This is an optimization exercise on Yosys and OpenROAD, whose aim is small area, not a production implementation.
The RTL was checked by simulation tests, not by an equivalence proof against the original design.
Power and IR drop assume default switching activity.

[standard.sh]
#!/bin/bash
# synth_recipe.tcl (not shown) runs the flow's synth.tcl, then flattens the netlist and writes it again
# the make line also repeats each setting of config.mk as NAME=value (left out here)
make -C /OpenROAD-flow-scripts/flow DESIGN_CONFIG=/design/flow/config.mk WORK_HOME=/design/flow/orfs CLKGATE_MAP_FILE= SYNTH_SCRIPT=/design/flow/synth_recipe.tcl "${@:-finish}"
[flow/abc_area.script]
strash
&get -n
&deepsyn -T 300
&put
dch -f
map -D 3500
buffer -c
dnsize -D 3500
topo
stime -c
[design.v]
`timescale 1ns/1ps
module data_shifter
   (
   mem_clk,
   rst_n,
   mem_mr_xfer_valid,
   mem_mr_error,
   cont_wr_rd_req,
   mem_mr_xfer_wr_rd,
   mem_mr_xfer_btype,
   mem_mr_xfer_addr,
   mem_mr_xfer_len,
   mem_mr_wdata_valid,
   mem_mr_wdata,
   mem_mr_wlast,
   mem_mr_wstrb,
   mr8_bsize,
   xmittr_ack,
   mem_mr_xfer_ack,
   xmit_engn_wdata_ack,
   mem_mr_wdata_ack,
   spl_dpd_entry_valid,
   spl_dpd_exit_valid,
   spl_hs_entry_valid,
   spl_hs_exit_valid,
   spl_glbl_reset_valid,
   mem_spl_xfer_in_prgrs,
   mr_access_reg,
   mr_access,
   dpd_exit_cycle_cnt,
   hs_exit_cycle_cnt,
   mem_base_addr,
   mem_top_addr,
   cmd,
   mr8_btype,
   start_track,  
   wr_rd,        
   first_addr,   
   xfer_btype,
   xfer_mem_len,
   wr_tcem_pg_bndry_expired,
   wr_last_addr,
  mr8_rbx,
  prev_cmd,
  rd_done_reg,
  rd_pg_bndry_expired_sync,
  rd_last_addr,
  rd_cnt_sync,
  min_dqs_cnt_rch,
   rd_done,
   rd_stretch,
   dqs_timeout,
   almost_full_reg,
   pending_xfer,
   rcv_dq_fifo_flush_en,
   rcv_dq_fifo_flush_done,
   spl_instrn_dpd_exit_prgrs,
   spl_instrn_hs_exit_prgrs,
   spl_instrn_glbl_rst_prgrs,
   tcem_expired,
   tcph_expired,
   trc_expired,
   trst_expired,
   txhs_expired,
   txdpd_expired,
   sclk_en,
   ce_n_ip,
   dq_out_ip,
   dm_ip,
   dq_oe_ip,
   dm_oe_ip
   );
parameter AXI_DATA_WIDTH = 32;  
parameter FIFO_ADDR_WIDTH = 4;
localparam DQS_CNT_WIDTH = (AXI_DATA_WIDTH==32) ? 10: ((AXI_DATA_WIDTH==64) ? 11 : 12);
localparam INCR = 2'b01;
localparam WRAP = 2'b10;
input                      mem_clk;
input                      rst_n;
input                      mem_mr_xfer_valid;
input [1:0]                mem_mr_error;
input                      cont_wr_rd_req;
input                      mem_mr_xfer_wr_rd;
input [1:0]                mem_mr_xfer_btype;
input [31:0]               mem_mr_xfer_addr;
input [DQS_CNT_WIDTH-1:0]  mem_mr_xfer_len;
input                      mem_mr_wdata_valid;
input [31:0]               mem_mr_wdata;
input [3:0]                mem_mr_wstrb;
input                      mem_mr_wlast;
output [1:0]               mr8_bsize;
output                     xmittr_ack;
input                      mem_mr_xfer_ack;
output                     xmit_engn_wdata_ack;
input                      mem_mr_wdata_ack;
input                      spl_dpd_entry_valid;
input                      spl_dpd_exit_valid;
input                      spl_hs_entry_valid;
input                      spl_hs_exit_valid;
input                      spl_glbl_reset_valid;
output                     mem_spl_xfer_in_prgrs;
output                     mr_access_reg;
input                      mr_access;
input [3:0]                dpd_exit_cycle_cnt;
input [3:0]                hs_exit_cycle_cnt;
input [24:0]               mem_base_addr;
input [24:0]               mem_top_addr;
input   [7:0]              cmd;
output                     start_track;  
output                     wr_rd;        
output  [31:0]             first_addr;   
output [1:0]               xfer_btype;
output [DQS_CNT_WIDTH-1:0] xfer_mem_len;
input                      wr_tcem_pg_bndry_expired;
input   [31:0]             wr_last_addr;
output                     mr8_rbx;
output  [7:0]              prev_cmd;
output                     rd_done_reg;
input                      rd_pg_bndry_expired_sync;
input  [31:0]              rd_last_addr;
input                      rd_cnt_sync;
input                      min_dqs_cnt_rch;
input tcem_expired;
input                      rd_done;
input                      rd_stretch;
input                      dqs_timeout;
input                      almost_full_reg;
output                     pending_xfer;
output                     rcv_dq_fifo_flush_en;
input                      rcv_dq_fifo_flush_done;
output                     mr8_btype;
output                     spl_instrn_dpd_exit_prgrs;
output                     spl_instrn_hs_exit_prgrs;
output                     spl_instrn_glbl_rst_prgrs;
input                      tcph_expired;
input                      trc_expired;
input                      trst_expired;
input                      txhs_expired;
input                      txdpd_expired;
output                     sclk_en;
output                     ce_n_ip;
output   [15:0]            dq_out_ip;
output   [1:0]             dm_ip;
output                     dq_oe_ip;
output                     dm_oe_ip;
localparam [3:0] IDLE                   = 4'd0;
localparam [3:0] SEND_CMD               = 4'd1;
localparam [3:0] ADDR                   = 4'd2;
localparam [3:0] TX_LATENCY             = 4'd3;
localparam [3:0] TX_DATA                = 4'd4;
localparam [3:0] WAIT_TR_EXPIRY         = 4'd5;
localparam [3:0] HS_EXIT                = 4'd6;
localparam [3:0] DPD_EXIT               = 4'd7;
localparam [3:0] RD_DATA                = 4'd8;
localparam [3:0] RD_ERR_FINISH          = 4'd9;
localparam [3:0] WR_ERR_FINISH          = 4'd10;
localparam [3:0] WAIT_RCV_DQ_FIFO_FLUSH = 4'd11;
localparam [3:0] ADDR2                  = 4'd12;  
reg [3:0]               pres_state, next_state;
reg [1:0]               mr8_bsize, next_mr8_bsize;
reg                     xmittr_ack, next_xmittr_ack;
reg                     xmit_engn_wdata_ack_int, next_xmit_engn_wdata_ack_int;
reg                     mem_spl_xfer_in_prgrs, next_mem_spl_xfer_in_prgrs;
reg                     rcv_dq_fifo_flush_en, next_rcv_dq_fifo_flush_en;
reg                     mr8_btype, next_mr8_btype;
reg                     start_track, next_start_track;
reg                     wr_rd, next_wr_rd;
reg [31:0]              first_addr, next_first_addr;
reg [1:0]               xfer_btype, next_xfer_btype;
reg [DQS_CNT_WIDTH-1:0] xfer_mem_len, next_xfer_mem_len;
reg                     mr8_rbx, next_mr8_rbx;
reg                     sclk_en, next_sclk_en;
reg                     ce_n_ip, next_ce_n_ip;
reg [15:0]              dq_out_ip, next_dq_out_ip;
reg [1:0]               dm_ip, next_dm_ip;
reg                     dq_oe_ip, next_dq_oe_ip;
reg                     rd_done_reg, next_rd_done_reg;
reg [3:0]               cntr, next_cntr;
reg                     success_xfer, next_success_xfer;
reg [2:0]               wr_lat_m1, next_wr_lat_m1;  
reg [7:0]               prev_cmd, next_prev_cmd;
reg [1:0]               addr_cntr, next_addr_cntr;
reg                     tcem_expired_reg, next_tcem_expired_reg;
reg                     pending_xfer, next_pending_xfer;
reg                     reg_1, next_reg_1;
reg                     cnt, next_cnt;
reg [36:0]              wr_data_reg0, next_wr_data_reg0;
reg [36:0]              wr_data_reg1, next_wr_data_reg1;
reg [1:0]               wdata_avail_cnt, next_wdata_avail_cnt;
reg                     trc_expired_reg, next_trc_expired_reg;
reg                     tcph_expired_reg, next_tcph_expired_reg;
reg                     spl_instrn_glbl_rst_prgrs, next_spl_instrn_glbl_rst_prgrs;
reg                     min_one_wr_xfer_cmplt, next_min_one_wr_xfer_cmplt;
reg                     odd_wrap_wr_xfer, next_odd_wrap_wr_xfer;
reg                     odd_wrap_wr_rem, next_odd_wrap_wr_rem;
reg [8:0]               rem_wr_data, next_rem_wr_data;
reg                     mr_access_reg, next_mr_access_reg;
reg                     spl_dpd_exit_valid_reg, next_spl_dpd_exit_valid_reg;
reg                     spl_dpd_entry_valid_reg, next_spl_dpd_entry_valid_reg;
reg                     spl_hs_exit_valid_reg, next_spl_hs_exit_valid_reg;
reg                     spl_hs_entry_valid_reg, next_spl_hs_entry_valid_reg;
reg                     spl_glbl_reset_valid_reg, next_spl_glbl_reset_valid_reg;
reg                     pending_mr8_wr, next_pending_mr8_wr;
assign dm_oe_ip = dq_oe_ip & wr_rd;
assign spl_instrn_hs_exit_prgrs  = (pres_state == HS_EXIT);
assign spl_instrn_dpd_exit_prgrs = (pres_state == DPD_EXIT);
wire [31:0] first_addr_dur_rd_tcem_expiry = rd_last_addr + 32'd1;
wire [31:0] bndry_chk_addr = tcem_expired_reg ? first_addr_dur_rd_tcem_expiry : first_addr;
reg bc_lt, bc_gt;
integer k;
always @ *
begin
   bc_lt = 1'b0;
   bc_gt = 1'b0;
   for (k = 0; k < 25; k = k + 1)
   begin
      bc_lt = (~bndry_chk_addr[k] & mem_base_addr[k]) | (~bndry_chk_addr[k] & bc_lt) | (mem_base_addr[k] & bc_lt);
      bc_gt = (bndry_chk_addr[k] & ~mem_top_addr[k]) | (bndry_chk_addr[k] & bc_gt) | (~mem_top_addr[k] & bc_gt);
   end
end
wire mem_boundary_cross = (|bndry_chk_addr[31:25]) | bc_lt | bc_gt;
wire [36:0] sel_data      = reg_1 ? wr_data_reg1 : wr_data_reg0;
wire        last_xfer     = sel_data[36];
wire        last_xfer_lsb = last_xfer && (&sel_data[35:34]);
wire        cont_wr_xfer_valid = cont_wr_rd_req & mem_mr_xfer_valid & (!(|mem_mr_error)) & mem_mr_xfer_wr_rd;
wire [36:0] wbeat = {mem_mr_wlast, ~mem_mr_wstrb, mem_mr_wdata};
assign xmit_engn_wdata_ack = wdata_avail_cnt==2 ? 1'b0 : xmit_engn_wdata_ack_int;
wire        wr_acc = mem_mr_wdata_valid && xmit_engn_wdata_ack;
wire [6:0] req_in_wrap_size = mem_mr_xfer_len << 1;
wire [6:0] ap_mem_wrap_size = 7'b10000 << mr8_bsize;
wire [5:1] wa = mem_mr_xfer_addr[5:1];
wire [5:1] wa_inc = wa + 5'd1;
reg  [5:0] wrap_lo;
always @ *
begin
   case(mr8_bsize)
   2'b00: wrap_lo = {wa[5:4], wa_inc[3:1], 1'b0};
   2'b01: wrap_lo = {wa[5], wa_inc[4:1], 1'b0};
   2'b10: wrap_lo = {wa_inc[5:1], 1'b0};
   default: wrap_lo = {wa[5:1], 1'b1};
   endcase
end
wire odd_wrap_wr = mem_mr_xfer_btype==WRAP && mem_mr_xfer_wr_rd && mem_mr_xfer_addr[0];
wire [31:0] idle_first_addr = {mem_mr_xfer_addr[31:6], (odd_wrap_wr && !mr_access) ? wrap_lo : {mem_mr_xfer_addr[5:1], 1'b0}};
always @ (posedge mem_clk or negedge rst_n)
begin
if(~rst_n)
begin
   pres_state                   <= IDLE;
   mr8_bsize                    <= 2'b01;
   xmittr_ack                   <= 1'b0;
   xmit_engn_wdata_ack_int      <= 1'b0;
   mem_spl_xfer_in_prgrs        <= 1'b0;
   mr8_btype                    <= 1'b1;
   rcv_dq_fifo_flush_en         <= 1'b0;
   start_track                  <= 1'b0;
   wr_rd                        <= 1'b0;
   first_addr                   <= 32'd0;
   xfer_btype                   <= 2'd0;
   xfer_mem_len                 <= {DQS_CNT_WIDTH{1'b0}};
   mr8_rbx                      <= 1'b0;
   sclk_en                      <= 1'b0;
   ce_n_ip                      <= 1'b1;
   dq_out_ip                    <= 16'd0;
   dm_ip                        <= 2'd0;
   dq_oe_ip                     <= 1'b0;
   rd_done_reg                  <= 1'b0;
   cntr                         <= 4'd0;
   success_xfer                 <= 1'b0;
   wr_lat_m1                    <= 3'd4;
   prev_cmd                     <= 8'd0;
   addr_cntr                    <= 2'd0;
   tcem_expired_reg             <= 1'b0;
   pending_xfer                 <= 1'b0;
   reg_1                        <= 1'b0;
   cnt                          <= 1'b0;
   wr_data_reg0                 <= 37'd0;
   wr_data_reg1                 <= 37'd0;
   wdata_avail_cnt              <= 2'd0;
   trc_expired_reg              <= 1'b0;
   tcph_expired_reg             <= 1'b0;
   spl_instrn_glbl_rst_prgrs    <= 1'b0;
   min_one_wr_xfer_cmplt        <= 1'b0;
   odd_wrap_wr_xfer             <= 1'b0;
   odd_wrap_wr_rem              <= 1'b0;
   rem_wr_data                  <= 9'd0;
   mr_access_reg                <= 1'b1;
   spl_dpd_exit_valid_reg       <= 1'b0;
   spl_dpd_entry_valid_reg      <= 1'b0;
   spl_hs_exit_valid_reg        <= 1'b0;
   spl_hs_entry_valid_reg       <= 1'b0;
   spl_glbl_reset_valid_reg     <= 1'b0;
   pending_mr8_wr               <= 1'b0;
end
else
begin
   pres_state                   <= next_state;
   mr8_bsize                    <= next_mr8_bsize;
   xmittr_ack                   <= next_xmittr_ack;
   xmit_engn_wdata_ack_int      <= next_xmit_engn_wdata_ack_int;
   mem_spl_xfer_in_prgrs        <= next_mem_spl_xfer_in_prgrs;
   mr8_btype                    <= next_mr8_btype;
   rcv_dq_fifo_flush_en         <= next_rcv_dq_fifo_flush_en;
   start_track                  <= next_start_track;
   wr_rd                        <= next_wr_rd;
   first_addr                   <= next_first_addr;
   xfer_btype                   <= next_xfer_btype;
   xfer_mem_len                 <= next_xfer_mem_len;
   mr8_rbx                      <= next_mr8_rbx;
   sclk_en                      <= next_sclk_en;
   ce_n_ip                      <= next_ce_n_ip;
   dq_out_ip                    <= next_dq_out_ip;
   dm_ip                        <= next_dm_ip;
   dq_oe_ip                     <= next_dq_oe_ip;
   rd_done_reg                  <= next_rd_done_reg;
   cntr                         <= next_cntr;
   success_xfer                 <= next_success_xfer;
   wr_lat_m1                    <= next_wr_lat_m1;
   prev_cmd                     <= next_prev_cmd;
   addr_cntr                    <= next_addr_cntr;
   tcem_expired_reg             <= next_tcem_expired_reg;
   pending_xfer                 <= next_pending_xfer;
   reg_1                        <= next_reg_1;
   cnt                          <= next_cnt;
   wr_data_reg0                 <= next_wr_data_reg0;
   wr_data_reg1                 <= next_wr_data_reg1;
   wdata_avail_cnt              <= next_wdata_avail_cnt;
   trc_expired_reg              <= next_trc_expired_reg;
   tcph_expired_reg             <= next_tcph_expired_reg;
   spl_instrn_glbl_rst_prgrs    <= next_spl_instrn_glbl_rst_prgrs;
   min_one_wr_xfer_cmplt        <= next_min_one_wr_xfer_cmplt;
   odd_wrap_wr_xfer             <= next_odd_wrap_wr_xfer;
   odd_wrap_wr_rem              <= next_odd_wrap_wr_rem;
   rem_wr_data                  <= next_rem_wr_data;
   mr_access_reg                <= next_mr_access_reg;
   spl_dpd_exit_valid_reg       <= next_spl_dpd_exit_valid_reg;
   spl_dpd_entry_valid_reg      <= next_spl_dpd_entry_valid_reg;
   spl_hs_exit_valid_reg        <= next_spl_hs_exit_valid_reg;
   spl_hs_entry_valid_reg       <= next_spl_hs_entry_valid_reg;
   spl_glbl_reset_valid_reg     <= next_spl_glbl_reset_valid_reg;
   pending_mr8_wr               <= next_pending_mr8_wr;
end
end
always @ *
begin
next_state                   = pres_state;
next_mr8_bsize               = mr8_bsize;
next_xmittr_ack              = 1'b0;
next_mem_spl_xfer_in_prgrs   = mem_spl_xfer_in_prgrs;
next_mr8_btype               = mr8_btype;
next_rcv_dq_fifo_flush_en    = 1'b0;
next_start_track             = wr_rd ? 1'b0 : start_track;
next_wr_rd                   = wr_rd;
next_first_addr              = first_addr;
next_mr8_rbx                 = mr8_rbx;
next_sclk_en                 = sclk_en;
next_ce_n_ip                 = ce_n_ip;
next_dq_out_ip               = dq_out_ip;
next_dm_ip                   = dm_ip;
next_dq_oe_ip                = dq_oe_ip;
next_rd_done_reg             = rd_done ? 1'b1 : rd_done_reg;
next_cntr                    = |cntr ? cntr - 4'd1 : cntr;
next_success_xfer            = success_xfer;
next_wr_lat_m1               = wr_lat_m1;
next_prev_cmd                = prev_cmd;
next_addr_cntr               = addr_cntr;
next_tcem_expired_reg        = tcem_expired_reg;
next_pending_xfer            = pending_xfer;
next_reg_1                   = reg_1;
next_cnt                     = cnt==0 && wr_acc ? 1'b1 : cnt;
next_wr_data_reg0            = cnt==0 && wr_acc ? wbeat : wr_data_reg0;
next_wr_data_reg1            = cnt==1 && wr_acc ? wbeat : wr_data_reg1;
next_wdata_avail_cnt         = wr_acc && success_xfer ? wdata_avail_cnt + 2'd1 : wdata_avail_cnt;
next_xmit_engn_wdata_ack_int = cnt==0 && success_xfer ? 1'b1 :
                               cnt==1 && success_xfer && (!reg_1) && mem_mr_wdata_valid ? 1'b0 : xmit_engn_wdata_ack_int && success_xfer;
next_trc_expired_reg           = trc_expired ? 1'b1 : trc_expired_reg;
next_tcph_expired_reg          = tcph_expired ? 1'b1 : tcph_expired_reg;
next_spl_instrn_glbl_rst_prgrs = spl_instrn_glbl_rst_prgrs;
next_min_one_wr_xfer_cmplt     = min_one_wr_xfer_cmplt;
next_xfer_btype                = mem_mr_xfer_ack ? mem_mr_xfer_btype : xfer_btype;
next_xfer_mem_len              = mem_mr_xfer_ack ? mem_mr_xfer_len : xfer_mem_len;
next_odd_wrap_wr_xfer          = odd_wrap_wr_xfer;
next_odd_wrap_wr_rem           = odd_wrap_wr_rem;
next_rem_wr_data               = rem_wr_data;
next_mr_access_reg             = mr_access_reg;
next_spl_dpd_exit_valid_reg    = spl_dpd_exit_valid ? 1'b1 : spl_dpd_exit_valid_reg;
next_spl_dpd_entry_valid_reg   = spl_dpd_entry_valid ? 1'b1 : spl_dpd_entry_valid_reg;
next_spl_hs_exit_valid_reg     = spl_hs_exit_valid ? 1'b1 : spl_hs_exit_valid_reg;
next_spl_hs_entry_valid_reg    = spl_hs_entry_valid ? 1'b1 : spl_hs_entry_valid_reg;
next_spl_glbl_reset_valid_reg  = spl_glbl_reset_valid ? 1'b1 : spl_glbl_reset_valid_reg;
next_pending_mr8_wr            = pending_mr8_wr;
case(pres_state)
IDLE:
begin
next_sclk_en           = 1'b0;
next_ce_n_ip           = 1'b1;
next_mem_spl_xfer_in_prgrs = 1'b0;
next_dq_oe_ip          = 1'b0;
next_trc_expired_reg   = 1'b0;
next_tcph_expired_reg  = 1'b0;
next_cntr              = (spl_dpd_exit_valid || spl_dpd_exit_valid_reg) ? dpd_exit_cycle_cnt : hs_exit_cycle_cnt;
   if(mem_mr_xfer_valid)
   begin
      if(|mem_mr_error)
      begin
         next_success_xfer = 1'b0;
         next_xmittr_ack   = 1'b1;
         next_state        = mem_mr_xfer_wr_rd ? WR_ERR_FINISH : RD_ERR_FINISH;
      end
      else
      begin
        if(mem_mr_xfer_btype==WRAP && (|(req_in_wrap_size^ap_mem_wrap_size)) && (!pending_mr8_wr))
         begin
         next_pending_mr8_wr = 1'b1;
         next_mr8_btype     = 1'b1;
         next_mr8_bsize     = (mem_mr_xfer_len[3] ? 2'b00 : mem_mr_xfer_len[4] ? 2'b01 : 2'b10);
         next_success_xfer  = 1'b0;
         next_mr_access_reg = 1'b1;
         next_start_track   = 1'b0;
         next_wr_rd         = 1'b1;
         next_first_addr    = {24'd0, 8'd8};  
         next_ce_n_ip       = 1'b0;
         next_state         = SEND_CMD;
         end
         else
         begin
         next_success_xfer  = 1'b1;
         next_xmittr_ack    = 1'b1;
         next_mr_access_reg = mr_access;
         next_start_track   = !mr_access && !mem_mr_xfer_wr_rd;
         next_wr_rd         = mem_mr_xfer_wr_rd;
         next_first_addr    = idle_first_addr;
         next_addr_cntr     = {mem_mr_xfer_addr[1],1'b0};
         next_odd_wrap_wr_xfer = odd_wrap_wr;
         next_ce_n_ip       = 1'b0;
         next_state         = SEND_CMD;
         end
      end
   end
   else if (spl_dpd_entry_valid || spl_hs_entry_valid || spl_glbl_reset_valid ||
            spl_dpd_entry_valid_reg || spl_hs_entry_valid_reg || spl_glbl_reset_valid_reg )
   begin
      next_mr_access_reg             = 1'b1;
      next_spl_dpd_entry_valid_reg   = 1'b0 ;
      next_spl_hs_entry_valid_reg    = 1'b0 ;
      next_spl_glbl_reset_valid_reg  = 1'b0 ;
      next_ce_n_ip                   = 1'b0;
      next_state                     = SEND_CMD;
      next_wr_rd                     = 1'b1;
      next_mem_spl_xfer_in_prgrs     = 1'b1;
      next_first_addr                = {24'd0, 8'd6};  
      next_wr_data_reg0              = spl_dpd_entry_valid || spl_dpd_entry_valid_reg ? {wr_data_reg0 [36:8],8'hC0} :
                                       spl_hs_entry_valid || spl_hs_entry_valid_reg ? {wr_data_reg0 [36:8],8'hF0} : wr_data_reg0;
      next_mr8_btype                 = spl_hs_entry_valid || spl_hs_entry_valid_reg ? mr8_btype  : 1'b1;
      next_mr8_bsize                 = spl_hs_entry_valid || spl_hs_entry_valid_reg ? mr8_bsize  : 2'b01;
      next_mr8_rbx                   = spl_hs_entry_valid || spl_hs_entry_valid_reg ? mr8_rbx    : 1'b0;
      next_wr_lat_m1                 = spl_hs_entry_valid || spl_hs_entry_valid_reg ? wr_lat_m1  : 3'd4;
      next_spl_instrn_glbl_rst_prgrs = spl_glbl_reset_valid || spl_glbl_reset_valid_reg ? 1'b1 : spl_instrn_glbl_rst_prgrs;
   end
   else if (spl_dpd_exit_valid || spl_dpd_exit_valid_reg)
   begin
      next_spl_dpd_exit_valid_reg    = 1'b0;
      next_ce_n_ip                   = 1'b0;
      next_state                     = DPD_EXIT;
      next_mem_spl_xfer_in_prgrs     = 1'b1;
   end
   else if(spl_hs_exit_valid || spl_hs_exit_valid_reg)
   begin
      next_spl_hs_exit_valid_reg    = 1'b0;
      next_ce_n_ip                  = 1'b0;
      next_state                    = HS_EXIT;
      next_mem_spl_xfer_in_prgrs    = 1'b1;
   end
end
SEND_CMD:
begin
   next_sclk_en     = 1'b1;
   next_dq_oe_ip    = 1'b1;
   next_dm_ip       = 2'b00;
   next_state       = ADDR;
   if(pending_xfer)
   begin
      next_pending_xfer = 1'b0;
      next_dq_out_ip   = (wr_rd ? {8'hA0,8'hA0} : {8'h20,8'h20});
      next_prev_cmd    = wr_rd ? 8'hA0 : 8'h20;
   end
   else
   begin
      next_dq_out_ip = pending_mr8_wr ? { 8'hC0, 8'hC0} : {cmd, cmd};
      next_prev_cmd  = cmd;
   end
end
ADDR:  
begin
   next_cntr       = {1'b0, wr_lat_m1};
   next_dq_out_ip  = {first_addr[23:16],first_addr[31:24]};
   next_dm_ip      = 2'b00;
   next_state      = ADDR2;
end
ADDR2:  
begin
   next_cntr        = {1'b0, wr_lat_m1};
   next_dq_out_ip   = {first_addr[7:0],first_addr[15:8]};
   next_dm_ip       = 2'b00;
   next_state       = mr_access_reg ? (wr_rd ? TX_DATA : RD_DATA) : (wr_rd ? TX_LATENCY : RD_DATA);
   next_start_track = mr_access_reg ? 1'b0 : start_track;
end
TX_LATENCY:
begin
   next_start_track = (cntr==4'd2);
   if(cntr==4'd0)
   begin
      if (|wdata_avail_cnt)
      begin
      next_min_one_wr_xfer_cmplt = 1'b1;
      next_sclk_en = odd_wrap_wr_xfer ? 1'b0 : 1'b1;
      next_rem_wr_data  = odd_wrap_wr_xfer ? (addr_cntr[1] ? {wr_data_reg0[35],wr_data_reg0[31:24]} :
                          {wr_data_reg0[33],wr_data_reg0[15:8]} ) : rem_wr_data;
      next_odd_wrap_wr_xfer = 1'b0;
      next_odd_wrap_wr_rem  = odd_wrap_wr_xfer ? 1'b1 : odd_wrap_wr_rem ;
         case(addr_cntr)
            2'b00:
            begin
               next_dq_out_ip       = sel_data[15:0];
               next_dm_ip           = sel_data[33:32];
               next_addr_cntr       = last_xfer_lsb & cont_wr_xfer_valid ? {mem_mr_xfer_addr[1],1'b0} : 2'd2;
               next_state           = last_xfer_lsb ? (cont_wr_xfer_valid ? TX_DATA : WAIT_TR_EXPIRY) : pres_state;
               next_xmittr_ack      = last_xfer_lsb ? cont_wr_xfer_valid : 1'b0;
               next_reg_1           = last_xfer_lsb ? 1'b0 : reg_1;
               next_cnt             = last_xfer_lsb ? 1'b0 : (cnt==0 && wr_acc) || cnt;
               next_wdata_avail_cnt = last_xfer_lsb ? 2'd0 : (wr_acc ? wdata_avail_cnt+2'd1 : wdata_avail_cnt);
               next_pending_xfer    = last_xfer_lsb ? cont_wr_xfer_valid : 1'b1;
            end
            2'b10:
            begin
               next_dq_out_ip       = sel_data[31:16];
               next_dm_ip           = sel_data[35:34];
               next_addr_cntr       = last_xfer & cont_wr_xfer_valid ? {mem_mr_xfer_addr[1],1'b0} : 2'd0;
               next_state           = last_xfer ? (cont_wr_xfer_valid ? TX_DATA : WAIT_TR_EXPIRY) : TX_DATA;
               next_xmittr_ack      = last_xfer ? cont_wr_xfer_valid : 1'b0;
               next_reg_1           = last_xfer ? 1'b0 : !reg_1;
               next_cnt             = last_xfer ? 1'b0 : (reg_1 ? ((cnt==0 && wr_acc) || cnt) : 1'b0);
               next_wdata_avail_cnt = last_xfer ? 2'd0 : (wr_acc ? wdata_avail_cnt : wdata_avail_cnt-2'd1);
               next_pending_xfer    = last_xfer ? cont_wr_xfer_valid : 1'b1;
            end
            default;
         endcase
      end
      else
      begin
         next_state        = TX_DATA;
         next_reg_1        = 1'b0;
         next_sclk_en      = 1'b0;
      end
   end
end
TX_DATA:
begin
   if(mem_spl_xfer_in_prgrs)  
   begin
      next_dq_out_ip     = wr_data_reg0[15:0];
      next_dm_ip         = 2'b10;
      next_state         = spl_instrn_glbl_rst_prgrs ? WAIT_TR_EXPIRY : IDLE;
   end
   else if(mr_access_reg)  
   begin
      if(|wdata_avail_cnt || pending_mr8_wr)
      begin
         next_pending_mr8_wr  = 1'b0;
         next_sclk_en         = 1'b1;
         next_addr_cntr       = 2'd0;
         next_state           = WAIT_TR_EXPIRY;
         next_reg_1           = 1'b0;
         next_cnt             = 1'b0;
         next_wdata_avail_cnt = 2'd0;
         next_dq_out_ip       = pending_mr8_wr ? {2{4'd0,mr8_rbx, mr8_btype, mr8_bsize}} :
                                |first_addr[1:0] ? wr_data_reg0[31:16] : {8'd0,wr_data_reg0[7:0]};
         next_dm_ip           = pending_mr8_wr ? 2'b00 : |first_addr[1:0] ? wr_data_reg0[35:34] : {1'b1,wr_data_reg0[32]};
         case(first_addr[3:0])
         4'd8:
         begin
            next_mr8_bsize  = pending_mr8_wr ? mr8_bsize: wr_data_reg0[1:0];
            next_mr8_btype  = pending_mr8_wr ? mr8_btype: wr_data_reg0[2];
            next_mr8_rbx    = pending_mr8_wr ? mr8_rbx  : wr_data_reg0[3];
         end
         4'd4:
         begin
            next_wr_lat_m1 = wr_data_reg0[7:5] ==3'd0 ? 3'd2 :
                             wr_data_reg0[7:5] ==3'd4 ? 3'd3 :
                             wr_data_reg0[7:5] ==3'd2 ? 3'd4 :
                             wr_data_reg0[7:5] ==3'd6 ? 3'd5 :
                             wr_data_reg0[7:5] ==3'd1 ? 3'd6 : 3'd4;
         end
         default;
         endcase
      end
      else
      begin
         next_sclk_en = 1'b0;
      end
   end
   else  
   begin
      if(wr_tcem_pg_bndry_expired && ((xfer_btype==WRAP && sclk_en) || xfer_btype==INCR))
      begin
         next_sclk_en    = 1'b0;
         next_first_addr = sclk_en ? wr_last_addr : wr_last_addr-32'd2;
         next_reg_1      = |wdata_avail_cnt ? reg_1 : 1'b0;
         next_state      = WAIT_TR_EXPIRY;
         next_pending_xfer  = min_one_wr_xfer_cmplt ? pending_xfer : 1'b1;
      end
      else if(|wdata_avail_cnt)
      begin
         next_sclk_en          = odd_wrap_wr_xfer ? 1'b0 : 1'b1;
         next_rem_wr_data      = odd_wrap_wr_xfer ? (addr_cntr[1] ? {wr_data_reg0[35],wr_data_reg0[31:24]} :
                                 {wr_data_reg0[33],wr_data_reg0[15:8]} ) : rem_wr_data;
         next_odd_wrap_wr_xfer = 1'b0;
         case(addr_cntr[1:0])
         2'b00:
         begin
         next_odd_wrap_wr_rem  = last_xfer_lsb ? 1'b0 : (odd_wrap_wr_xfer ? 1'b1 : odd_wrap_wr_rem);
         next_dq_out_ip    = last_xfer_lsb && odd_wrap_wr_rem ? {rem_wr_data[7:0],sel_data[7:0]} : sel_data[15:0];
         next_dm_ip        = last_xfer_lsb && odd_wrap_wr_rem ? {rem_wr_data[8],sel_data[32]} : sel_data[33:32];
         next_addr_cntr    = last_xfer_lsb & cont_wr_xfer_valid ? {mem_mr_xfer_addr[1],1'b0} : 2'd2;
         next_state        = last_xfer_lsb ? (cont_wr_xfer_valid ? pres_state : WAIT_TR_EXPIRY) : pres_state;
         next_xmittr_ack   = last_xfer_lsb ? cont_wr_xfer_valid : 1'b0;
         next_reg_1        = last_xfer_lsb ? 1'b0 : reg_1;
         next_cnt          = last_xfer_lsb ? 1'b0 : (cnt==0 && wr_acc) || cnt;
         next_wdata_avail_cnt = last_xfer_lsb ? 2'd0 : (wr_acc ? wdata_avail_cnt+2'd1 : wdata_avail_cnt);
         next_pending_xfer  = last_xfer_lsb ? cont_wr_xfer_valid : 1'b1;
         end
         2'b10:
         begin
         next_odd_wrap_wr_rem  = last_xfer ? 1'b0 : (odd_wrap_wr_xfer ? 1'b1 : odd_wrap_wr_rem);
         next_dq_out_ip    = last_xfer && odd_wrap_wr_rem ? {rem_wr_data[7:0],sel_data[23:16]} : sel_data[31:16];
         next_dm_ip        = last_xfer && odd_wrap_wr_rem ? {rem_wr_data[8],sel_data[34]} : sel_data[35:34];
         next_addr_cntr    = last_xfer & cont_wr_xfer_valid ? {mem_mr_xfer_addr[1],1'b0} : 2'd0;
         next_state        = last_xfer ? (cont_wr_xfer_valid ? pres_state : WAIT_TR_EXPIRY) : pres_state;
         next_xmittr_ack   = last_xfer ? cont_wr_xfer_valid : 1'b0;
         next_reg_1        = last_xfer ? 1'b0 : !reg_1;
         next_cnt          = last_xfer ? 1'b0 : (reg_1 ? ((cnt==0 && wr_acc) || cnt) : 1'b0);
         next_wdata_avail_cnt = last_xfer ? 2'd0 : (wr_acc ? wdata_avail_cnt : wdata_avail_cnt-2'd1);
         next_pending_xfer  = last_xfer ? cont_wr_xfer_valid : 1'b1;
         end
         default;
         endcase
      end
      else
      begin
         next_sclk_en = 1'b0;
         next_reg_1   = 1'b0;
      end
   end
end
HS_EXIT:
begin
   if(~|cntr)
   begin
      next_ce_n_ip               = 1'b1;
      next_mem_spl_xfer_in_prgrs = txhs_expired ? 1'b0 : mem_spl_xfer_in_prgrs;
      next_state                 = txhs_expired ? IDLE : pres_state;
   end
end
DPD_EXIT:
begin
   if(~|cntr)
   begin
      next_ce_n_ip               = 1'b1;
      next_mem_spl_xfer_in_prgrs = txdpd_expired ? 1'b0 : mem_spl_xfer_in_prgrs;
      next_state                 = txdpd_expired ? IDLE : pres_state;
   end
end
RD_DATA:
begin
next_dq_oe_ip = 1'b0;
next_cntr     = 4'd3;
   if(dqs_timeout)
   begin
      next_pending_xfer      = 1'b0;
      next_start_track       = 1'b0;
      next_rd_done_reg       = 1'b0;
      next_state             = WAIT_RCV_DQ_FIFO_FLUSH;
   end
   else if(rd_done || rd_done_reg)
   begin
      next_sclk_en           = 1'b1;
      next_state             = start_track ? pres_state : (rd_cnt_sync ? pres_state : (rd_pg_bndry_expired_sync ? pres_state : WAIT_RCV_DQ_FIFO_FLUSH)) ;
      next_start_track       = min_dqs_cnt_rch ? 1'b0 : start_track;
   end
   else if( tcem_expired || rd_pg_bndry_expired_sync)
   begin
      next_tcem_expired_reg       = tcem_expired ? 1'b1 : tcem_expired_reg;
      next_pending_xfer           = 1'b1;
      next_first_addr             = tcem_expired ? first_addr : first_addr_dur_rd_tcem_expiry;
      next_state                  = WAIT_TR_EXPIRY;
      next_start_track            = min_dqs_cnt_rch ? 1'b0 : start_track;
      next_sclk_en                = 1'b1;
   end
   else
   begin
      next_sclk_en              = !rd_stretch;
   end
end
WAIT_TR_EXPIRY:
begin
   next_sclk_en          = 1'b0;
   next_dq_oe_ip         = 1'b0;
   next_dm_ip            = 2'd0;
   next_ce_n_ip          = sclk_en ? ce_n_ip : 1'b1;
   next_cntr             = 4'd3;
   if(spl_instrn_glbl_rst_prgrs)  
   begin
      next_mem_spl_xfer_in_prgrs = trst_expired ? 1'b0 : mem_spl_xfer_in_prgrs;
      next_spl_instrn_glbl_rst_prgrs = trst_expired ? 1'b0 : spl_instrn_glbl_rst_prgrs;
      next_state            = trst_expired ? IDLE : pres_state;
   end
   else
   begin
      next_min_one_wr_xfer_cmplt = 1'b0;
      next_sclk_en       = wr_rd ? 1'b0 : (start_track ? sclk_en : (rd_cnt_sync ? 1'b1 : (rd_pg_bndry_expired_sync ? 1'b1 : 1'b0)));
      next_start_track   = min_dqs_cnt_rch ? 1'b0 : start_track;
      if(rd_done || rd_done_reg)
      begin
      next_pending_xfer  = 1'b0;
      next_state         = start_track ? pres_state : (rd_cnt_sync ? pres_state : (rd_pg_bndry_expired_sync ? pres_state : WAIT_RCV_DQ_FIFO_FLUSH)) ;
      next_rd_done_reg   = 1'b1;
      end
      else if((trc_expired || trc_expired_reg) && (tcph_expired || tcph_expired_reg) && (!almost_full_reg))
      begin
         next_trc_expired_reg  = 1'b0;
         next_tcph_expired_reg = 1'b0;
         next_tcem_expired_reg = 1'b0;
         next_first_addr       = mem_boundary_cross ? {7'd0,mem_base_addr} : wr_rd ? first_addr : first_addr_dur_rd_tcem_expiry;
         if(pending_xfer)
         begin
            next_state           = SEND_CMD;
            next_ce_n_ip         = 1'b0;
            next_start_track     = !wr_rd;
            next_xfer_btype      = 2'd1;
         end
         else
         begin
            next_success_xfer    = 1'b0;
            next_state           = IDLE;
            next_ce_n_ip         = 1'b1;
            next_cnt             = 1'b0;
            next_reg_1           = 1'b0;
            next_wdata_avail_cnt = 2'd0;
         end
      end
   end
end
RD_ERR_FINISH:
begin
 next_rd_done_reg = 1'b0;
 next_state = rd_done ? IDLE : pres_state;
end
WR_ERR_FINISH:
begin
 next_state = mem_mr_wdata_valid && mem_mr_wlast && mem_mr_wdata_ack ? IDLE : pres_state;
end
WAIT_RCV_DQ_FIFO_FLUSH:
begin
   next_sclk_en   = 1'b0;
   next_ce_n_ip   = sclk_en ? ce_n_ip : 1'b1;
   next_rd_done_reg = cntr==4'd1 ? 1'b0 : rd_done_reg;
   next_rcv_dq_fifo_flush_en = cntr==4'd1;
   next_state     = rcv_dq_fifo_flush_done ? WAIT_TR_EXPIRY : pres_state;
end
default: ;
endcase
end
endmodule
[constraint.sdc]
create_clock -name core_clock -period 6.0 [get_ports {mem_clk}]
set_input_delay 1.2000 -clock core_clock [delete_from_list [all_inputs] [get_ports {mem_clk}]]
set_output_delay 1.2000 -clock core_clock [all_outputs]
set_load 0.01 [all_outputs]
[config.mk]
export PLATFORM = sky130hd
export DESIGN_NAME = data_shifter
export DESIGN_NICKNAME = data_shifter
export VERILOG_FILES = /design/flow/design.v
export SDC_FILE = /design/flow/constraint.sdc
export NUM_CORES = 4
export LEC_CHECK = 0
export CAP_MARGIN = 20
export CORE_MARGIN = 2
export CORE_UTILIZATION = 55
export PLACE_DENSITY = 0.7
export SLEW_MARGIN = 20
[flow/run.sh]
#!/bin/bash
# Layout flow: the standard ORFS flow (standard.sh) with these changes:
#  - synthesis is the standard flow's own script, except that the one technology-mapping
#    call to ABC uses the area-oriented ABC script flow/abc_area.script
#    (registers are not touched by ABC, so they are the standard synthesis's);
#  - port buffers use the smallest buffer cell;
#  - clock tree synthesis inserts no dummy loads.
# Each tool's output goes to a log file in the folder the flow runs in.
set -euo pipefail
W=$PWD
export MY_ABC_SCRIPT=$W/flow/abc_area.script
{
  cat <<'TCL'
proc abc {args} {
  set i [lsearch -exact $args -script]
  if { $i >= 0 } { lset args [expr {$i + 1}] $::env(MY_ABC_SCRIPT) }
  yosys abc {*}$args
}
TCL
  cat $W/synth_recipe.tcl
} > $W/area_synth.tcl
bash standard.sh "SYNTH_SCRIPT=$W/area_synth.tcl" "BUFFER_PORTS_ARGS=-buffer_cell sky130_fd_sc_hd__buf_1" \
  "CTS_ARGS=-sink_clustering_enable -repair_clock_nets -dont_use_dummy_load" \
  finish > orfs_flow.log 2>&1
==> impl_metrics.tcl, run 1 <==
set metrics [dict create \
    required_ns 6.29 \
    grt_use_total_pct 42.0 \
    syn_nets 1888 \
    path_class "input port to flop" \
    powerDensity_nw_per_um2 458 \
    reg2reg_to "first_addr[27]" \
    drv_cap 0 \
    die_w_um 153 \
    min_to "prev_cmd[7]" \
    r2r_slack_ns 0.45 \
    cp.arrival_ns 5.97 \
    clk_pin_slew_ns 0.06 \
    finalSetupViolCount 0 \
    timing.rr.start "tcem_expired_reg" \
    synth_area_um2 12200 \
    post-dp-hpwl_um 39200 \
    worstMarginPinSlew_ns 1.01 \
    cts.sinks 200 \
    h-tree-depth 4 \
    ys_seq_area_share_pct 41.1 \
    drive_gt1_share_pct 7.62 \
    synth_seq_cells 200 \
    coreArea_um2 21800 \
    place.port_buffers 331 \
    num-nets-final 2260 \
    min_from "prev_cmd[7]" \
    skew_ns 0.0366 \
    hold_viol_final 0 \
    clockBufferDepth 2 \
    slowest_stage "or2_2" \
    clock_latency_ns 0.45 \
    die_y_um 153 \
    timing.setup.tns_ns 0 \
    die-area_um2 23400 \
    globalplace.congestion 1.03 \
    syn_inst 1638 \
    fp-row-count 54 \
    top_regs "wr_data_reg0: 37 flops, wr_data_reg1: 37 flops, first_addr: 32 flops" \
    r2r_cells 26 \
    ys.flop_type "dfrtp_1" \
    path_max_fanout 28 \
    grt_max_degree 157 \
    ctsRootBufferMaster "clkbuf_16" \
    status "timing/DRC/antenna clean" \
    yosys_warnings 1 \
    final_max_slew_viol_count 0 \
    synth-edff-count 0 \
    overflow 0 \
    period_share_pct 94.6 \
    wl_per_cell_um 22.0 \
    start_kind "input port" \
    dr.pass1.iters 6 \
    cts_tree "done" \
    ys_async_sr_fraction_pct 100 \
    path_delay_family "simple AND/OR/NAND/NOR gates" \
    area_delta_synth_final_pct 21.5 \
    wirelength_um 50300 \
    numCtsBuffers 17 \
    cp_slowest_stage_delay_ns 0.31 \
    drtAntennaViolNets 0 \
    crit_top_cell "nand2_1" \
    place_ws_ns -0.316 \
    end_kind "flop" \
    utilization_pct 68.1 \
    worst_slew_margin_rel_pct 32.4 \
    fmax_ghz 0.176 \
    synth_cell_type_count 48 \
    peakVddDrop_mv 0.226 \
    drc 0 \
    power_leakage_nw 6.72 \
    vias 14214 \
    diodes 0 \
    antenna_found_initial 1 \
    timing.final.ws_setup_ns 0.323 \
    synth_area_per_cell_um2 7.44 \
    drtIter0Drc 1627 \
    min_path_type "flop to flop" \
    start_util_pct 56.0 \
    grt_pass1_wl_um 76300 \
    routed_via_density 6.21 \
    io_pins 332 \
    hold_depth 2 \
    post-route-min-period_ns 5.68 \
    crit_buf_inv 6 \
    grt_pass1_vias 13820 \
]
worst max-delay path by stage:
stage | start | to | cells past startpoint
after floorplan | rd_last_addr[0] | first_addr[21] | 30
after global placement | rd_last_addr[0] | first_addr[25] | 33
after detailed placement | rd_last_addr[0] | first_addr[25] | 33
after CTS | rd_last_addr[0] | first_addr[25] | 33
after global routing | rd_last_addr[1] | first_addr[7] | 31
final | rd_last_addr[1] | first_addr[27] | 33
cells in the mapped netlist (2+ instances only):
cell type	instances	area [µm²]
a2111oi_0	3	26.3
a211oi_1	4	30.0
a21oi_1	75	375
a221oi_1	23	201
a22o_1	5	43.8
a22oi_1	73	548
a31oi_1	19	119
a32o_1	3	30.0
a32oi_1	9	78.8
a41oi_1	14	123
buf_2	2	10.0
clkbuf_1	45	169
dfrtp_1	195	4880
dfstp_2	5	131
ha_1	8	100
inv_1	247	927
mux2_2	9	101
nand2_1	293	1100
nand3_1	35	175
nand3b_1	3	22.5
nand4_1	9	56.3
nor2_1	213	800
nor3_1	31	155
nor3b_1	2	15.0
nor4_1	14	87.6
o2111ai_1	11	96.3
o211ai_1	16	120
o21a_1	2	15.0
o21ai_0	159	796
o21ai_1	3	15.0
o21bai_1	2	15.0
o221ai_1	12	105
o22ai_1	27	169
o2bb2ai_1	3	26.3
o311ai_0	3	26.3
o31ai_1	6	45.0
o32ai_1	2	17.5
or2_2	9	56.3
xnor2_1	7	61.3
xor2_1	29	254
what timing repair did:
action                     in CTS  in global routing
resized for setup               0                 51
hold buffers                    0                  0
setup buffers                   0                  2
setup endpoints to repair       0                 43
report_power, final:
group / internal [W] / total, W / switching (W)
Combinational: 0.00111 / 0.00332 / 0.00221
Sequential: 0.00191 / 0.00249 / 0.000586
Clock: 0.000495 / 0.000966 / 0.000471
worst min-delay path, delay by kind of cell (launching register included):
| kind | cells | cell delay [ns] |
|---|---|---|
| AND/OR/NAND/NOR | 1 | 0.05 |
| flip-flops | 1 | 0.34 |
| AO/OA/AOI/OAI | 1 | 0.05 |
kinds of logic after synthesis:
group | share of synthesized area, %
compound gates | 25.2
fa+ha+maj | 0.821
buf+inv | 9.14
simple gates | 20.3
flops | 41.1
mux | 0.832
xor+xnor | 2.59
cell usage in the layout, fill, tap and decap left out, drive strengths merged, types with 8 or more instances in the layout:
master   netlist  final
buf            2    398
nand2        293    293
inv          248    248
nor2         213    213
dfrtp        195    195
o21ai        162    162
a21oi         75     75
a22oi         73     73
nand3         36     36
nor3          31     31
xor2          29     29
o22ai         27     27
a221oi        23     23
a31oi         19     19
clkbuf        45     19
o211ai        16     16
a41oi         14     14
nor4          14     14
o221ai        12     12
o2111ai       11     11
nand4          9      9
a32oi          9      9
mux2           9      9
or2            9      9
ha             8      8
routing by layer:
metal | vias up | global-route usage [%] | part of all wire (%)
met3 | 220 | 10.0 | 12
met2 | 1045 | 67.3 | 46
met4 | 2 | 23.2 | 6.1
li1 | 6348 | - | -
met5 | - | 0 | 0.026
met1 | 6599 | 52.7 | 36
per-stage QoR:
stage,total power [W],hold slack [ns],instances,instance area [µm²]
5_1_grt,0.00716,0.508,2288,14800
3_5_place_dp,0.00563,0.467,2269,14200
2_1_floorplan,0.00427,0.449,1638,12200
4_1_cts,0.00660,0.480,2286,14600
6_report,0.00678,0.484,2288,14800
3_3_place_gp,0.00556,0.463,2269,14200
layout make-up:
type,count,area (µm²)
fill,1970,6950
multi-input combinational,1142,6260
sequential,200,5010
timing repair buffer,400,1830
inverter,249,935
clock buffer,17,425
tap,280,350
==> run 2: changes to the inputs <==
==> flow/abc_area.script (replaced) <==
strash
&get -n
&deepsyn -T 300
&put
dch -f
map -D 3500
buffer -c
upsize -D 3500
dnsize -D 3500
topo
stime -c
==> run 2 against run 1 <==
Net effect:
- wire length is 1.1% lower
- non-clock buffer count is 33 lower
- cell count is 1.4% lower
- via count is 1.7% lower
- register-to-register slack better by 0.51 ns
- combinational power is 2% lower
- setup slack better by 0.040 ns
- critical path type unchanged
- critical endpoint is now first_addr[11]
- largest cell class unchanged
- largest power group unchanged
==> impl_metrics.tcl, run 2 <==
set metrics [dict create \
    num-nets-final 2227 \
    grt_use_total_pct 41.4 \
    grt_max_degree 149 \
    power_leakage_nw 6.56 \
    multi_input_area_um2 6280 \
    cts.sinks 200 \
    start_kind "input port" \
    ctsRootBufferMaster "clkbuf_16" \
    path_class "input port to flop" \
    placed_area_um2 14100 \
    numCtsBuffers 17 \
    path_max_fanout 14 \
    fp-row-count 54 \
    internal_power_w 0.00348 \
    synth_seq_cells 200 \
    most-common-layout-cells "330 x buf_1, 289 x nand2_1, 244 x inv_1" \
    crit_top_cell "a21oi_1" \
    dr.pass1.iters 5 \
    globalplace.congestion 1.03 \
    hold_viol_final 0 \
    clock_latency_ns 0.45 \
    utilization_pct 66.2 \
    cp.arrival_ns 5.93 \
    start_util_pct 56.4 \
    final_cell_area_um2 14500 \
    end_kind "flop" \
    period_share_pct 93.9 \
    skew_ns 0.0323 \
    post-route-min-period_ns 5.64 \
    worst_slew_margin_rel_pct 36.1 \
    power.switching_w 0.00324 \
    worstMarginPinSlew_ns 0.934 \
    ys_seq_area_share_pct 40.5 \
    ys_async_sr_fraction_pct 100 \
    finalSetupViolCount 0 \
    synth_area_per_cell_um2 7.56 \
    yosys.area.top_type "dfrtp_1" \
    syn_nets 1888 \
    slowest_stage "or2_1" \
    drive_gt1_share_pct 5.77 \
    h-tree-depth 4 \
    min_path_type "flop to flop" \
    status "timing/DRC/antenna clean" \
    drtAntennaViolNets 0 \
    grt_pass1_wl_um 75100 \
    crit_buf_inv 6 \
    die_y_um 154 \
    fmax_ghz 0.177 \
    post-dp-hpwl_um 39300 \
    synth_xor_area_share_pct 2.55 \
    globalRoute.busiestLayer "met2" \
    combPwrFrac_pct 48.5 \
    syn_inst 1638 \
    final_common_cell "buf_1" \
    top_regs "wr_data_reg0: 37 flops, wr_data_reg1: 37 flops, first_addr: 32 flops" \
    cts_tree "done" \
    final_max_slew_viol_count 0 \
    synth_compound_area_share_pct 25.2 \
    synth_top_family_by_area "compound AO/OA/AOI/OAI gates" \
    rsz0062_at_grt "yes" \
    yosys-top-cells-area "dfrtp_1 39%, nand2_1 8.8%, inv_1 7.4%" \
    synth_cell_type_count 66 \
    area_delta_synth_final_pct 17.5 \
    power_w 0.00672 \
    p_seq_share_pct 36.9 \
    overflow 0 \
    grt_use_met2_pct 66.7 \
    synthAdderAreaFrac_pct 0.808 \
    place.port_buffers 331 \
    p_clk_share_pct 14.6 \
    routed_via_density 6.20 \
    r2r_slack_ns 0.96 \
    final-seq-area_um2 5010 \
    grt_use_met3_pct 8.99 \
    cp_slowest_stage_delay_ns 0.31 \
    synth-simple-area-share_pct 21.0 \
    coreArea_um2 22000 \
    wl_per_cell_um 22.1 \
    die-area_um2 23700 \
    gr-usage-met1_pct 52.9 \
    die_w_um 154 \
    ys.flop_type "dfrtp_1" \
    wirelength_um 49800 \
    peakVddDrop_mv 0.217 \
    grt_pass1_vias 13174 \
    drv_cap 0 \
    synth_most_common_cell "nand2_1" \
    drtIter0Drc 1605 \
    io_pins 332 \
    yosysTopAreaCellShare_pct 39.4 \
    yosys_warnings 1 \
    clk_pin_slew_ns 0.06 \
    vias 13977 \
    swShare_pct 48.2 \
    powerDensity_nw_per_um2 462 \
    required_ns 6.29 \
    path_delay_family "simple AND/OR/NAND/NOR gates" \
    synth_area_um2 12400 \
    antenna_found_initial 1 \
    yosys-top-cells-count "290 x nand2_1, 244 x inv_1, 204 x nor2_1, 195 x dfrtp_1, 156 x o21ai_0" \
    clockBufferDepth 2 \
    synth.mux.area_fraction_pct 0.819 \
    drc 0 \
    fill_cells 1936 \
    synth-edff-count 0 \
]
==> run 2: cell types whose count changed after synthesis, sizes merged <==
| cell | before | now |
|---|---|---|
| clkinv | 1 | 0 |
| clkbuf | 45 | 37 |
| inv | 248 | 249 |
| buf | 2 | 10 |
==> run 2: repair_timing <==
item / CTS / global route
endpoints found under the hold margin: 0 / 0
endpoints found under the setup margin: 0 / 33
hold buffers: 0 / 0
gates resized for setup: 0 / 9
setup buffers: 0 / 1
==> run 2: routing by layer <==
layer	vias up	share of wire [%]
met4	0	5.8
met1	6524	38
met2	988	46
met5	-	0
li1	6282	-
met3	183	11
==> run 2: layout make-up <==
class	count	area share, %
antenna	1	0.0172
clock buffer	17	2.92
sequential	200	34.4
multi-input combinational	1142	43.1
inverter	249	6.46
timing repair buffer	367	10.6
tap	280	2.41
==> run 2: power by group through the flow <==
stage	sequential (W)	combinational, W	clock (W)
4_1_cts	0.00244	0.00319	0.000974
3_5_place_dp	0.00246	0.00316	0
2_1_floorplan	0.00234	0.00197	0
6_report	0.00248	0.00326	0.000981
5_1_grt	0.00251	0.00356	0.00102
3_3_place_gp	0.00246	0.00311	0
==> run 2: per-stage QoR <==
step / worst slack, ns / TNS (ns) / std cells / hold slack [ns]
detailed placement: 0.0191 / 0 / 2237 / 0.474
finish: 0.364 / 0 / 2256 / 0.483
global route: -0.0278 / -0.0639 / 2255 / 0.515
floorplan: 0.864 / 0 / 1638 / 0.449
CTS: 0.405 / 0 / 2254 / 0.488
global placement: 0.110 / 0 / 2237 / 0.467
==> run 2: worst paths after layout <==
check,depth (start not counted),to,from
min in group asynchronous,1,cntr[2],rst_n
max,31,first_addr[11],rd_last_addr[0]
max in group asynchronous,2,first_addr[3],rst_n
min,2,prev_cmd[7],prev_cmd[7]
max reg2reg,27,first_addr[11],tcem_expired_reg
min reg2reg,2,prev_cmd[7],prev_cmd[7]
==> run 2: logic make-up (layout without fill, tap and decap cells) <==
| group | count (synthesis) | in the layout |
|---|---|---|
| AOI/OAI and AO/OA | 479 | 479 |
| xor gates and xnor gates | 36 | 36 |
| adders and majority gates | 8 | 8 |
| buffers and inverters | 296 | 633 |
| DFF | 200 | 200 |
| muxes | 9 | 9 |
| other | 0 | 1 |
| and+or+nand+nor | 610 | 610 |
==> run 2: worst reg2reg max path, stage by stage, from the launching register on <==
cell       delay, ns
dfrtp_1         0.52
buf_4           0.34
nand2_1         0.09
o21ai_0         0.15
o22ai_1         0.11
a22oi_1         0.16
o21ai_0         0.10
o21ai_0         0.08
o211ai_1        0.14
a21oi_1         0.16
nor2_1          0.06
a221oi_1        0.23
o221ai_1        0.16
a221oi_1        0.27
nor2_1          0.07
o22ai_1         0.12
o21ai_0         0.10
a21oi_1         0.16
o221ai_1        0.14
a221oi_2        0.25
o2111ai_1       0.21
or2_1           0.31
o21a_4          0.25
nand2_4         0.07
inv_2           0.17
buf_12          0.21
a22oi_2         0.15
o211ai_1        0.11

[separate check: timing with driven ports]
In the flow no input, the clock included, has a driving cell. The finished layouts below were timed again as built, in two steps. Step 1 assumes that a clkbuf_16 drives the clock port and a buf_2 every other input. Step 2 also shifts input and output timing later by t, the mid clock arrival at the registers, as if the neighbouring blocks saw the same clock. Slacks: no drivers / after step 1 / after step 2; pairs: no drivers / after step 1.
run	shift t [ns]	setup slack, ns	worst hold slack (ns)	latest minus earliest clock arrival (ns)	worst slew at a driven data input, ns
run 1	0.480	0.323 / 0.348 / -0.132	0.484 / 0.484 / 0.484	0.036 / 0.037	0.07
run 2	0.483	0.364 / 0.386 / -0.096	0.483 / 0.483 / 0.483	0.032 / 0.033	0.08
With both steps, setup timing fails in run 1 and run 2, where it was met with ideal ports. The setup slack of run 2, which loses most, moves by +0.022 ns with the drivers and by -0.460 ns with both steps.
